This design comes from an exercise in tuning for small area, a short achievable clock period and few clock cycles per item on the open sky130 flow, not from production work.
The RTL was checked by simulation tests, not by an equivalence proof against the original design.
The clock port is modelled as an ideal driver, which makes a skipped or thinned clock tree look cheaper than it is; a real chip needs a root buffer or a tree.
Power figures rest on the tool's default switching activity, not on a simulated workload.

// main
module main(
	input rst_i,
	input clk_i,
	input [7 : 0] a_in,
	input [7 : 0] b_in,
	output busy_out,
	output [15 : 0] y_out
);
    wire [2:0] g;
    cbrt cbrt1(.b(b_in), .g(g));
    wire [9:0] t = {2'b00, a_in} + {1'b0, a_in, 1'b0};     
    wire [4:0] s = {1'b0, t[3:0]} + {1'b0, g, 1'b0};        
    reg [5:0] q;
    reg e;
    reg [3:0] lo;
    always @(posedge clk_i)
        if (rst_i) begin
            q <= t[9:4];
            e <= s[4];
            lo <= s[3:0];
        end
    assign busy_out = 1'b0;
    assign y_out = {6'd0, q + {5'd0, e}, lo};
endmodule
==> flow/config.mk <==
export PLATFORM = sky130hd
export DESIGN_NAME = main
export DESIGN_NICKNAME = main
export VERILOG_FILES = /design/flow/design.v
export SDC_FILE = /design/flow/constraint.sdc
export NUM_CORES = 4
export LEC_CHECK = 0
export CAP_MARGIN = 20
export CORE_AREA = 2.5 2.5 59.5 59.5
export DIE_AREA = 0 0 62 62
export SETUP_SLACK_MARGIN = 2.95
export SLEW_MARGIN = 20
==> flow/constraint.sdc <==
create_clock -name core_clock -period 5.0 [get_ports {clk_i}]
set_input_delay 1.0000 -clock core_clock [delete_from_list [all_inputs] [get_ports {clk_i}]]
set_output_delay 1.0000 -clock core_clock [all_outputs]
set_load 0.01 [all_outputs]
standard.sh (not shown) runs the stock make flow with config.mk's settings and CLKGATE_MAP_FILE= SYNTH_SCRIPT=/design/flow/synth_recipe.tcl, a recipe that flattens the netlist after the stock synthesis.
==> flow/flow/run.sh <==
#!/bin/bash
# Own flow: the standard layout (standard.sh) with these changes:
#  - the port buffers are the smallest buffer (buf_1);
#  - the one tie cell of the netlist drives all constant outputs
#    (SKIP_REPAIR_TIE_FANOUT);
#  - CTS (CTS_ARGS) adds no dummy load, and after it the root clock buffer
#    drives all flip-flops, with the leaf buffers under it removed
#    (flow/one_clkbuf.tcl), so every register's clock arrives alike.
# make's output goes to standard.log, each ORFS step's log to orfs/logs/.
set -euo pipefail
here=$(pwd)
bash standard.sh "SYNTH_NETLIST_FILES=$here/flow/netlist.v" \
  "BUFFER_PORTS_ARGS=-buffer_cell sky130_fd_sc_hd__buf_1" \
  SKIP_REPAIR_TIE_FANOUT=1 "POST_CTS_TCL=$here/flow/one_clkbuf.tcl" \
  "CTS_ARGS=-sink_clustering_enable -sink_clustering_size 50 -sink_clustering_max_diameter 500 -repair_clock_nets -dont_use_dummy_load -root_buf sky130_fd_sc_hd__clkbuf_4 -buf_list sky130_fd_sc_hd__clkbuf_4" finish > standard.log 2>&1
==> flow/flow/one_clkbuf.tcl <==
# POST_CTS_TCL: drive every flip-flop from the root clock buffer that CTS made,
# and remove the leaf buffers below it (a two-level tree for 11 sinks). All
# registers stay on one buffer, so their clock arrival stays the same.
set block [ord::get_db_block]
set root ""
set leaves {}
foreach inst [$block getInsts] {
  set m [[$inst getMaster] getName]
  if {![string match "sky130_fd_sc_hd__clkbuf_*" $m]} { continue }
  set a [$inst findITerm A]
  set anet [$a getNet]
  if {$anet ne "NULL" && [$anet getName] eq "clk_i"} { set root $inst } else { lappend leaves $inst }
}
if {$root eq ""} { error "one_clkbuf.tcl: no root clock buffer on clk_i" }
set rootnet [[$root findITerm X] getNet]
foreach leaf $leaves {
  set a [$leaf findITerm A]
  if {[$a getNet] ne $rootnet} { continue }
  set onet [[$leaf findITerm X] getNet]
  foreach it [$onet getITerms] {
    if {[$it getInst] eq $leaf} { continue }
    $it disconnect
    $it connect $rootnet
  }
  puts "one_clkbuf.tcl: removed [$leaf getName], its sinks now on [$rootnet getName]"
  $a disconnect
  odb::dbInst_destroy $leaf
  odb::dbNet_destroy $onet
}
estimate_parasitics -placement
report_checks -path_delay min_max -format end -group_path_count 3
Other scripts of this flow, unchanged in this note and not shown: flow/flow/netlist.v
The first run produced a clean layout.
Testbench counts at the start, summed over its fixed seeds: cycles 2,400, items 2,400.
Edit:
--- a/flow/flow/run.sh
+++ b/flow/flow/run.sh
@@ -5,5 +5,3 @@
 #    (SKIP_REPAIR_TIE_FANOUT);
-#  - CTS (CTS_ARGS) adds no dummy load, and after it the root clock buffer
-#    drives all flip-flops, with the leaf buffers under it removed
-#    (flow/one_clkbuf.tcl), so every register's clock arrives alike.
+#  - CTS's root buffer drives all flip-flops (flow/one_clkbuf.tcl).
 # make's output goes to standard.log, each ORFS step's log to orfs/logs/.
SETUP_SLACK_MARGIN = default   (was 2.95)
Global-route usage went down by 1.1 points; worst setup slack gets worse by 0.073 ns; critical path depth climbs by 2; synthesized area is unchanged; total power falls by 8.6%; clock-buffer cell count is unchanged; combinational power falls by 20%; synthesized cell count is unchanged; design area decreases by 12%.
Edit:
--- a/flow/flow/run.sh
+++ b/flow/flow/run.sh
@@ -5,3 +5,5 @@
 #    (SKIP_REPAIR_TIE_FANOUT);
-#  - CTS's root buffer drives all flip-flops (flow/one_clkbuf.tcl).
+#  - CTS (CTS_ARGS) adds no dummy load, and after it the root clock buffer
+#    drives all flip-flops, with the leaf buffers under it removed
+#    (flow/one_clkbuf.tcl), so every register's clock arrives alike.
 # make's output goes to standard.log, each ORFS step's log to orfs/logs/.
PLACE_DENSITY = 0.8   (was default)
Outcome:
- critical path depth decreases by 2
- power is about the same
- via count fell slightly
- cell count stays the same
- clock power came out higher slightly
- worst hold slack gets better by 0.0031 ns
- worst setup slack improved by 0.0047 ns
Edit:
==> flow/flow/run.sh (replaced) <==
#!/bin/bash
# Own flow: the standard layout (standard.sh) with these changes:
#  - the port buffers are the smallest buffer (buf_1);
#  - the one tie cell of the netlist drives all constant outputs
#    (SKIP_REPAIR_TIE_FANOUT).
# make's output goes to standard.log, each ORFS step's log to orfs/logs/.
set -euo pipefail
here=$(pwd)
bash standard.sh "SYNTH_NETLIST_FILES=$here/flow/netlist.v" \
  "BUFFER_PORTS_ARGS=-buffer_cell sky130_fd_sc_hd__buf_1" \
  SKIP_REPAIR_TIE_FANOUT=1 \
  "CTS_ARGS=-repair_clock_nets -dont_use_dummy_load -root_buf sky130_fd_sc_hd__clkbuf_4 -buf_list sky130_fd_sc_hd__clkbuf_4" finish > standard.log 2>&1
PLACE_DENSITY = default   (was 0.8)
removed: flow/flow/one_clkbuf.tcl
Result: Total power rises by roughly a tenth; hold slack is worse by 0.088 ns; final area rose slightly.

==> re-timing with driven ports <==
The flow's constraints put no driver on any port. The routed layouts listed below were extracted and timed again, unchanged, in two steps.
Step 1, drivers: a clkbuf_16 drives clk_i and a buf_2 each remaining input, both assumed.
Step 2, shift: input delay + t, output delay - t, t = (earliest + latest rising clock arrival at the registers) / 2. This alone moves slack from input paths to output paths.
Slacks: ideal / step 1 / step 2; pairs: ideal / step 1.
run | t, ns | setup WS [ns] | hold WS [ns] | clock arrival spread, ns | pins driven straight from the clock port
the first run | 0.185 | 2.877 / 2.857 / 2.794 | 1.089 / 1.091 / 1.276 | 0.000 / 0.000 | 1
the second run | 0.174 | 2.804 / 2.799 / 2.628 | 1.145 / 1.154 / 1.329 | 0.001 / 0.001 | 1
the third run | 0.171 | 2.808 / 2.793 / 2.688 | 1.148 / 1.154 / 1.326 | 0.001 / 0.001 | 1
the fourth run | 0.266 | 2.741 / 2.723 / 2.622 | 1.060 / 1.071 / 1.337 | 0.003 / 0.003 | 1
After both steps setup and hold are still met in every run listed. The setup slack of the second run, which loses most, moves by -0.005 ns with the drivers and by -0.176 ns with both steps.
